This design comes from an exercise in tuning for small area on the open sky130 flow, not from production work. In this exercise RTL edits were held to simulation tests only and were not proved equivalent to the original. No activity file was given, so power comes from the tool's default toggle rates.

Design URATE, start of the top module:
module URATE (
    input clk,
    input rst,
    input signed [15:0] in,
    output signed [15:0] out
);
reg [4:0] cnt;      
reg [15:0] x0, x1, x2, x3;
reg [30:0] r0;
reg [28:0] r1;
reg [25:0] r2;
reg [22:0] r3;
reg [20:0] r4;
wire smp = (cnt == 5'd19);
reg [4:0] cnt_nx;
reg k0r0_s0;
reg k0r0_s1;
reg k0r0_n;
reg k0r1_s2;
reg k0r1_s3;
reg k0r1_n;
reg k1r0_s0;
reg k1r0_s1;
reg k1r0_n;
reg k1r1_s2;
reg k1r1_s3;
reg k1r1_n;
reg k2r0_s0;
reg k2r0_s1;
reg k2r0_n;
reg k2r1_s2;
reg k2r1_s3;
reg k2r1_n;
reg k3r0_s1;
reg k3r0_s2;
reg k3r1_s0;
reg k3r1_s3;
reg kc0;
reg kc1;
reg kc2;
reg kc3;
always @* begin
	cnt_nx = 5'd0;
	k0r0_s0 = 1'b0;
	k0r0_s1 = 1'b0;
	k0r0_n = 1'b0;
	k0r1_s2 = 1'b0;
	k0r1_s3 = 1'b0;
	k0r1_n = 1'b0;
	k1r0_s0 = 1'b0;
	k1r0_s1 = 1'b0;
	k1r0_n = 1'b0;
	k1r1_s2 = 1'b0;
	k1r1_s3 = 1'b0;
	k1r1_n = 1'b0;
	k2r0_s0 = 1'b0;
	k2r0_s1 = 1'b0;
	k2r0_n = 1'b0;
	k2r1_s2 = 1'b0;
	k2r1_s3 = 1'b0;
	k2r1_n = 1'b0;
	k3r0_s1 = 1'b0;
	k3r0_s2 = 1'b0;
	k3r1_s0 = 1'b0;
	k3r1_s3 = 1'b0;
  ...
For scale: roughly 880 cells after synthesis, ~200 flip-flops.
export LEC_CHECK = 0
export CAP_MARGIN = 20
export CORE_MARGIN = 2
export CORE_UTILIZATION = 40
export CTS_BUF_LIST = sky130_fd_sc_hd__clkbuf_4 sky130_fd_sc_hd__clkbuf_8
export CTS_CLUSTER_SIZE = 30
export SLEW_MARGIN = 20
export SYNTH_HIERARCHICAL = 1
export SYNTH_MINIMUM_KEEP_SIZE = 0
create_clock -name core_clock -period 14.0 [get_ports {clk}]
standard.sh (not shown) runs the stock make flow with config.mk's settings and CLKGATE_MAP_FILE= SYNTH_SCRIPT=/design/flow/synth_recipe.tcl, a recipe that flattens the netlist after the stock synthesis.
==> flow/flow/run.sh <==
#!/bin/bash
# Own flow: the standard layout (standard.sh) with three changes:
#  - synthesis is the standard synthesis script with one difference: the ABC
#    technology-mapping step uses an area-oriented script (flow/abc_area.script)
#    instead of ORFS's speed script; registers, flattening and renaming are unchanged;
#  - port buffers use the smallest buffer cell;
#  - clock tree synthesis inserts no dummy loads.
set -euo pipefail
here=$PWD
# ORFS's synth.tcl with only the ABC script replaced
sed 's|^\(\s*\)log_cmd abc {\*}\$abc_args$|\1set abc_args [lreplace $abc_args 1 1 '"$here"'/flow/abc_area.script]\n\1log_cmd abc {*}$abc_args|' \
  "$FLOW_HOME/scripts/synth.tcl" > "$here/synth_area.tcl"
grep -q 'flow/abc_area.script' "$here/synth_area.tcl"
# The standard flow's synthesis wrapper, sourcing that copy
sed 's|source \$::env(SCRIPTS_DIR)/synth.tcl|source '"$here"'/synth_area.tcl|' synth_recipe.tcl > "$here/synth_own.tcl"
grep -q 'synth_area.tcl' "$here/synth_own.tcl"
bash standard.sh \
  "SYNTH_SCRIPT=$here/synth_own.tcl" \
  'BUFFER_PORTS_ARGS=-buffer_cell sky130_fd_sc_hd__buf_1' \
  'CTS_ARGS=-sink_clustering_enable -repair_clock_nets -dont_use_dummy_load -buf_list {sky130_fd_sc_hd__clkbuf_4 sky130_fd_sc_hd__clkbuf_8}' \
  finish > standard_flow.log 2>&1
==> flow/flow/abc_area.script <==
&get -n
&st
&dch -f
&nf -a -R 1000
&put
The starting point finished with timing, DRC and antenna clean.
==> next run, changes <==
--- a/flow/flow/run.sh
+++ b/flow/flow/run.sh
@@ -18,4 +18,4 @@
   "SYNTH_SCRIPT=$here/synth_own.tcl" \
   'BUFFER_PORTS_ARGS=-buffer_cell sky130_fd_sc_hd__buf_1' \
-  'CTS_ARGS=-sink_clustering_enable -repair_clock_nets -dont_use_dummy_load -buf_list {sky130_fd_sc_hd__clkbuf_4 sky130_fd_sc_hd__clkbuf_8}' \
+  'CTS_ARGS=-sink_clustering_enable -repair_clock_nets -dont_use_dummy_load -buf_list {sky130_fd_sc_hd__clkbuf_4 sky130_fd_sc_hd__clkbuf_8} -sink_buffer_max_cap_derate 0.5' \
   finish > standard_flow.log 2>&1
Effect: The changed run passed the timing, design-rule and antenna checks. Power stays flat. Global-route usage stays the same. Clock skew is about the same. Design area hardly moves. Wire length stays flat. Via count is higher slightly. Register-to-register slack is about the same.
==> next run, changes <==
==> flow/flow/run.sh (replaced) <==
#!/bin/bash
# Own flow: the standard layout (standard.sh, unchanged synthesis), with two changes:
# port buffers use the smallest buffer cell, and clock tree synthesis inserts no dummy loads.
set -euo pipefail
bash standard.sh \
  'BUFFER_PORTS_ARGS=-buffer_cell sky130_fd_sc_hd__buf_1' \
  'CTS_ARGS=-sink_clustering_enable -repair_clock_nets -dont_use_dummy_load -buf_list {sky130_fd_sc_hd__clkbuf_4 sky130_fd_sc_hd__clkbuf_8}' \
  finish > standard_flow.log 2>&1
removed: flow/flow/abc_area.script
Maximum frequency rose by 0.51%.
Worst setup slack improved by 0.062 ns.
Sequential share of layout area fell by 0.76 points.
Register-to-register slack improved by 0.06 ns.
Die area rose by 5.2%.


Another version of the RTL of URATE (not shown whole).
Size in the first run: roughly 34 I/O pins.
Settings: LEC_CHECK=0, CAP_MARGIN=20, CORE_MARGIN=2, CORE_UTILIZATION=40, CTS_BUF_LIST=sky130_fd_sc_hd__clkbuf_4 sky130_fd_sc_hd__clkbuf_8, CTS_CLUSTER_SIZE=30, SLEW_MARGIN=20, SYNTH_HIERARCHICAL=1, SYNTH_MINIMUM_KEEP_SIZE=0; clock period 14.0 ns.
==> flow/flow/run.sh <==
#!/bin/bash
# Own flow: the standard layout (standard.sh, unchanged synthesis), with two changes:
# port buffers use the smallest buffer cell, and clock tree synthesis inserts no dummy loads.
set -euo pipefail
bash standard.sh \
  'BUFFER_PORTS_ARGS=-buffer_cell sky130_fd_sc_hd__buf_1' \
  'CTS_ARGS=-sink_clustering_enable -repair_clock_nets -dont_use_dummy_load -buf_list {sky130_fd_sc_hd__clkbuf_8} -sink_clustering_size 10' \
  finish > standard_flow.log 2>&1
Edit:
--- a/flow/flow/run.sh
+++ b/flow/flow/run.sh
@@ -6,3 +6,3 @@
   'BUFFER_PORTS_ARGS=-buffer_cell sky130_fd_sc_hd__buf_1' \
-  'CTS_ARGS=-sink_clustering_enable -repair_clock_nets -dont_use_dummy_load -buf_list {sky130_fd_sc_hd__clkbuf_8} -sink_clustering_size 10' \
+  'CTS_ARGS=-sink_clustering_enable -repair_clock_nets -dont_use_dummy_load -buf_list {sky130_fd_sc_hd__clkbuf_4 sky130_fd_sc_hd__clkbuf_8}' \
   finish > standard_flow.log 2>&1
CORE_UTILIZATION = 70   (was 40)
The new run passed the timing, design-rule and antenna checks.
Sequential cell count does not change.
Non-clock buffer count increases by 2.
Sequential power is about the same.
Power increases by 3.5%.
Worst hold slack is worse by 0.012 ns.
Critical path depth does not change.
Final cell count decreases by about 14%.
Edit:
CORE_UTILIZATION = 40   (was 70)
=> The new run finished with timing, DRC and antenna clean; core utilization shrinks by 31 points; sequential share of layout area shrinks by 0.57 points; hold slack is better by 0.012 ns; die area grows by 73%; worst setup slack is better by 0.12 ns; maximum frequency grows by 0.95%; cell area grows by 1.5%.


URATE again, from the RTL that the note above started with.
==> flow/config.mk <==
export PLATFORM = sky130hd
export DESIGN_NAME = URATE
export DESIGN_NICKNAME = URATE
export VERILOG_FILES = /design/flow/design.v
export SDC_FILE = /design/flow/constraint.sdc
export NUM_CORES = 4
export LEC_CHECK = 0
export CAP_MARGIN = 0
export CORE_MARGIN = 2
export CORE_UTILIZATION = 40
export CTS_BUF_LIST = sky130_fd_sc_hd__clkbuf_4 sky130_fd_sc_hd__clkbuf_8
export CTS_CLUSTER_SIZE = 30
export SLEW_MARGIN = 0
export SYNTH_HIERARCHICAL = 1
export SYNTH_MINIMUM_KEEP_SIZE = 0
==> flow/constraint.sdc <==
create_clock -name core_clock -period 14.0 [get_ports {clk}]
set_input_delay 2.8000 -clock core_clock [delete_from_list [all_inputs] [get_ports {clk}]]
set_output_delay 2.8000 -clock core_clock [all_outputs]
set_load 0.01 [all_outputs]
==> flow/flow/run.sh <==
#!/bin/bash
# Own flow: the standard layout (standard.sh) with three changes:
#  - synthesis is the standard synthesis script with one difference: the ABC
#    technology-mapping step uses an area-oriented script (flow/abc_area.script)
#    instead of ORFS's speed script; registers, flattening and renaming are unchanged;
#  - port buffers use the smallest buffer cell;
#  - clock tree synthesis inserts no dummy loads.
set -euo pipefail
here=$PWD
# ORFS's synth.tcl with only the ABC script replaced
sed 's|^\(\s*\)log_cmd abc {\*}\$abc_args$|\1set abc_args [lreplace $abc_args 1 1 '"$here"'/flow/abc_area.script]\n\1log_cmd abc {*}$abc_args|' \
  "$FLOW_HOME/scripts/synth.tcl" > "$here/synth_area.tcl"
grep -q 'flow/abc_area.script' "$here/synth_area.tcl"
# The standard flow's synthesis wrapper, sourcing that copy
sed 's|source \$::env(SCRIPTS_DIR)/synth.tcl|source '"$here"'/synth_area.tcl|' synth_recipe.tcl > "$here/synth_own.tcl"
grep -q 'synth_area.tcl' "$here/synth_own.tcl"
bash standard.sh \
  "SYNTH_SCRIPT=$here/synth_own.tcl" \
  'BUFFER_PORTS_ARGS=-buffer_cell sky130_fd_sc_hd__buf_1' \
  'CTS_ARGS=-sink_clustering_enable -repair_clock_nets -dont_use_dummy_load -buf_list {sky130_fd_sc_hd__clkbuf_4 sky130_fd_sc_hd__clkbuf_8}' \
  finish > standard_flow.log 2>&1
==> flow/flow/abc_area.script <==
&get -n
&st
&dch -f
&nf -a -R 1000
&put
Next try:
Settings changed: CAP_MARGIN 0 to 20, SLEW_MARGIN 0 to 20.
Effect: The changed run finished with timing, DRC and antenna clean; final area stays flat; non-clock buffer count is higher by 1; power hardly moves; hold slack is about the same; final cell count hardly moves.
Next try:
==> flow/flow/run.sh (replaced) <==
#!/bin/bash
# Own flow: the standard layout (standard.sh, unchanged synthesis), with two changes:
# port buffers use the smallest buffer cell, and clock tree synthesis inserts no dummy loads.
set -euo pipefail
bash standard.sh \
  'BUFFER_PORTS_ARGS=-buffer_cell sky130_fd_sc_hd__buf_1' \
  'CTS_ARGS=-sink_clustering_enable -repair_clock_nets -dont_use_dummy_load -buf_list {sky130_fd_sc_hd__clkbuf_8 sky130_fd_sc_hd__clkbuf_16}' \
  finish > standard_flow.log 2>&1
removed: flow/flow/abc_area.script
=> The new run produced a clean layout. Worst setup slack loses 0.0097 ns. Design area rose by 2.8%. Clock-buffer cell count does not change. Wire length is lower by 5.1%.


Another version of the RTL of URATE (not shown whole).
Size: roughly 980 cells after synthesis, roughly 34 I/O pins, ~14000 µm² of cells after synthesis.
// URATE
module URATE (
    input clk,
    input rst,
    input signed [15:0] in,
    output signed [15:0] out
);
reg [4:0] cnt;
reg [15:0] x0, x1, x2, x3;
reg [30:0] r0;
reg [28:0] r1;
reg [25:0] r2;
reg [22:0] r3;
reg [20:0] r4;
wire smp = (cnt == 5'd19);    
wire [15:0] s3 = smp ? in : x3;    
reg k0d0a;
reg k0d0b;
reg k0d0n;
reg k0d1a;
reg k0d1b;
reg k0d1n;
reg k1d0a;
reg k1d0b;
reg k1d0n;
reg k1d1a;
reg k1d1b;
reg k1d1n;
reg k2d0a;
reg k2d0b;
reg k2d0n;
reg k2d1a;
reg k2d1b;
reg k2d1n;
reg k3d0a;
reg k3d0b;
reg k3d0n;
reg k3d1a;
reg k3d1n;
reg kc0;
reg kc1;
reg kc2;
reg kc3;
always @* begin
	k0d0a = 1'b0;
	k0d0b = 1'b0;
	k0d0n = 1'b0;
	k0d1a = 1'b0;
	k0d1b = 1'b0;
	k0d1n = 1'b0;
	k1d0a = 1'b0;
	k1d0b = 1'b0;
	k1d0n = 1'b0;
	k1d1a = 1'b0;
	k1d1b = 1'b0;
	k1d1n = 1'b0;
	k2d0a = 1'b0;
	k2d0b = 1'b0;
	k2d0n = 1'b0;
	k2d1a = 1'b0;
	k2d1b = 1'b0;
	k2d1n = 1'b0;
	k3d0a = 1'b0;
	k3d0b = 1'b0;
	k3d0n = 1'b0;
	k3d1a = 1'b0;
	k3d1n = 1'b0;
	kc0 = 1'b0;
	kc1 = 1'b0;
	kc2 = 1'b0;
	kc3 = 1'b0;
	case (cnt)
	5'd0: begin
		k0d0a = 1'b1;
		k0d0n = 1'b1;
		k1d0b = 1'b1;
		k1d0n = 1'b1;
		k1d1a = 1'b1;
		k1d1n = 1'b1;
		k2d0a = 1'b1;
		k2d1a = 1'b1;
		k2d1n = 1'b1;
		k3d0b = 1'b1;
		k3d1a = 1'b1;
		kc1 = 1'b1;
		kc3 = 1'b1;
	end
	5'd1: begin
		k1d1a = 1'b1;
		k2d0b = 1'b1;
		k2d0n = 1'b1;
		k3d0a = 1'b1;
		k3d1a = 1'b1;
		k3d1n = 1'b1;
		kc0 = 1'b1;
		kc2 = 1'b1;
	end
	5'd2: begin
		k0d0a = 1'b1;
		k1d0a = 1'b1;
		k2d0a = 1'b1;
		k2d0n = 1'b1;
		k3d0a = 1'b1;
		k3d0n = 1'b1;
		kc1 = 1'b1;
	end
	5'd3: begin
		k0d0a = 1'b1;
		k0d0n = 1'b1;
		k0d1a = 1'b1;
		k1d0b = 1'b1;
		k2d1a = 1'b1;
		k2d1n = 1'b1;
		kc0 = 1'b1;
		kc2 = 1'b1;
	end
	5'd4: begin
		k0d0b = 1'b1;
		k0d0n = 1'b1;
		k0d1a = 1'b1;
		k0d1n = 1'b1;
		k1d0a = 1'b1;
		k1d0n = 1'b1;
		k1d1a = 1'b1;
		k2d0b = 1'b1;
		k2d1a = 1'b1;
		k3d0a = 1'b1;
		kc1 = 1'b1;
		kc2 = 1'b1;
	end
	5'd5: begin
		k0d0a = 1'b1;
		k0d0n = 1'b1;
		k0d1b = 1'b1;
		k1d0b = 1'b1;
		k1d1a = 1'b1;
		k2d1a = 1'b1;
		k2d1n = 1'b1;
		k3d0a = 1'b1;
		k3d0n = 1'b1;
		kc1 = 1'b1;
		kc2 = 1'b1;
	end
	5'd6: begin
		k0d0b = 1'b1;
		k0d0n = 1'b1;
  ...
==> flow/config.mk <==
export PLATFORM = sky130hd
export DESIGN_NAME = URATE
export DESIGN_NICKNAME = URATE
export VERILOG_FILES = /design/flow/design.v
export SDC_FILE = /design/flow/constraint.sdc
export NUM_CORES = 4
export LEC_CHECK = 0
export CAP_MARGIN = 20
export CORE_MARGIN = 2
export CORE_UTILIZATION = 40
export CTS_BUF_LIST = sky130_fd_sc_hd__clkbuf_4 sky130_fd_sc_hd__clkbuf_8
export CTS_CLUSTER_SIZE = 30
export SLEW_MARGIN = 20
export SYNTH_HIERARCHICAL = 1
export SYNTH_MINIMUM_KEEP_SIZE = 0
==> flow/constraint.sdc <==
create_clock -name core_clock -period 14.0 [get_ports {clk}]
set_input_delay 2.8000 -clock core_clock [delete_from_list [all_inputs] [get_ports {clk}]]
set_output_delay 2.8000 -clock core_clock [all_outputs]
set_load 0.01 [all_outputs]
==> flow/flow/run.sh <==
#!/bin/bash
# Own flow: the standard layout (standard.sh, unchanged synthesis), with two changes:
# port buffers use the smallest buffer cell, and clock tree synthesis inserts no dummy loads.
set -euo pipefail
bash standard.sh \
  'BUFFER_PORTS_ARGS=-buffer_cell sky130_fd_sc_hd__buf_1' \
  'CTS_ARGS=-sink_clustering_enable -repair_clock_nets -dont_use_dummy_load -buf_list {sky130_fd_sc_hd__clkbuf_4 sky130_fd_sc_hd__clkbuf_8}' \
  finish > standard_flow.log 2>&1
==> next run, changes <==
==> flow/run.sh (new file) <==
#!/bin/bash
# synth_recipe.tcl (not shown) runs the flow's synth.tcl, then flattens the netlist and writes it again
# the make line also repeats each setting of config.mk as NAME=value (left out here)
make -C /OpenROAD-flow-scripts/flow DESIGN_CONFIG=/design/flow/config.mk WORK_HOME=/design/flow/orfs CLKGATE_MAP_FILE= SYNTH_SCRIPT=/design/flow/synth_recipe.tcl finish
Settings changed: CTS_BUF_LIST sky130_fd_sc_hd__clkbuf_4 sky130_fd_sc_hd__clkbuf_8 to unset, CTS_CLUSTER_SIZE 30 to unset.
removed: flow/flow/run.sh
removed: flow/standard.sh
After rerunning:
- The changed run completed without violations
- wire length hardly moves
- cell count rose by 1.1%
- power goes up by 8.2%
- synthesized cell count stays the same
- global-route usage hardly moves
- critical path depth stays the same
- design area went up by 3.8%
- setup slack loses 0.069 ns
- utilization rises by 1.6 points
- area after synthesis is unchanged
==> next run, changes <==
Settings changed: CTS_BUF_LIST set to sky130_fd_sc_hd__clkbuf_4 sky130_fd_sc_hd__clkbuf_8, CTS_CLUSTER_SIZE set to 30.
Outcome:
- die area does not change
- worst setup slack is better by 0.014 ns
- final area drops by 1.2%
- clock power drops by 24%
- core utilization drops by 0.52 points
- first-iteration DRC count climbs by 13%
- critical path depth does not change
- fmax stays flat
- power drops by 3.9%
- combinational power is about the same
==> next run, changes <==
Settings changed: CTS_CLUSTER_DIAMETER set to 200, CTS_CLUSTER_SIZE 30 to 50.
Result:
- The new run ran to the end with no violations
- maximum frequency is unchanged
- flip-flop and latch count stays the same
- core utilization does not change
- via count stays the same
- first-iteration DRC count does not change
- die area is unchanged
- routed wire length is unchanged
- hold slack does not change

## port drivers added, routing unchanged
In the flow no input, the clock included, has a driving cell. The finished layouts below were timed again as built, in two steps.
Step 1: set_driving_cell puts a clkbuf_16 on clk and a buf_2 on each other input, an assumption about the parent block.
Step 2 times the ports against the registers' clock, not the clock port: input delays grow and output delays shrink by t, the midpoint of the rising clock arrivals with the driver on.
Three values: ideal ports, drivers, drivers and shift; two values: the first two.
run	t (ns)	slack for setup (ns)	slew at the worst register clock pin (ns)	worst slew at a driven data input, ns
the first run of note 1	0.526	1.704 / 1.704 / 1.704	0.12 / 0.12	0.06
the second run of note 1	0.688	1.703 / 1.703 / 1.703	0.12 / 0.12	0.06
the third run of note 1	0.508	1.766 / 1.766 / 1.766	0.12 / 0.12	0.05
the first run of note 2	0.496	1.706 / 1.706 / 1.706	0.12 / 0.12	0.05
the second run of note 2	0.500	1.590 / 1.590 / 1.590	0.12 / 0.12	0.06
the third run of note 2	0.496	1.706 / 1.706 / 1.706	0.12 / 0.12	0.05
the first run of note 3	0.532	1.714 / 1.714 / 1.714	0.12 / 0.12	0.06
the second run of note 3	0.533	1.718 / 1.718 / 1.718	0.12 / 0.12	0.06
the third run of note 3	0.478	1.708 / 1.708 / 1.708	0.08 / 0.08	0.05
the first run of note 4	0.528	1.751 / 1.751 / 1.751	0.12 / 0.12	0.08
the second run of note 4	0.499	1.682 / 1.682 / 1.431	0.08 / 0.08	0.07
the third run of note 4	0.546	1.696 / 1.696 / 1.437	0.12 / 0.12	0.06
the fourth run of note 4	0.546	1.696 / 1.696 / 1.437	0.12 / 0.12	0.06
After both steps setup and hold are still met in every run listed.
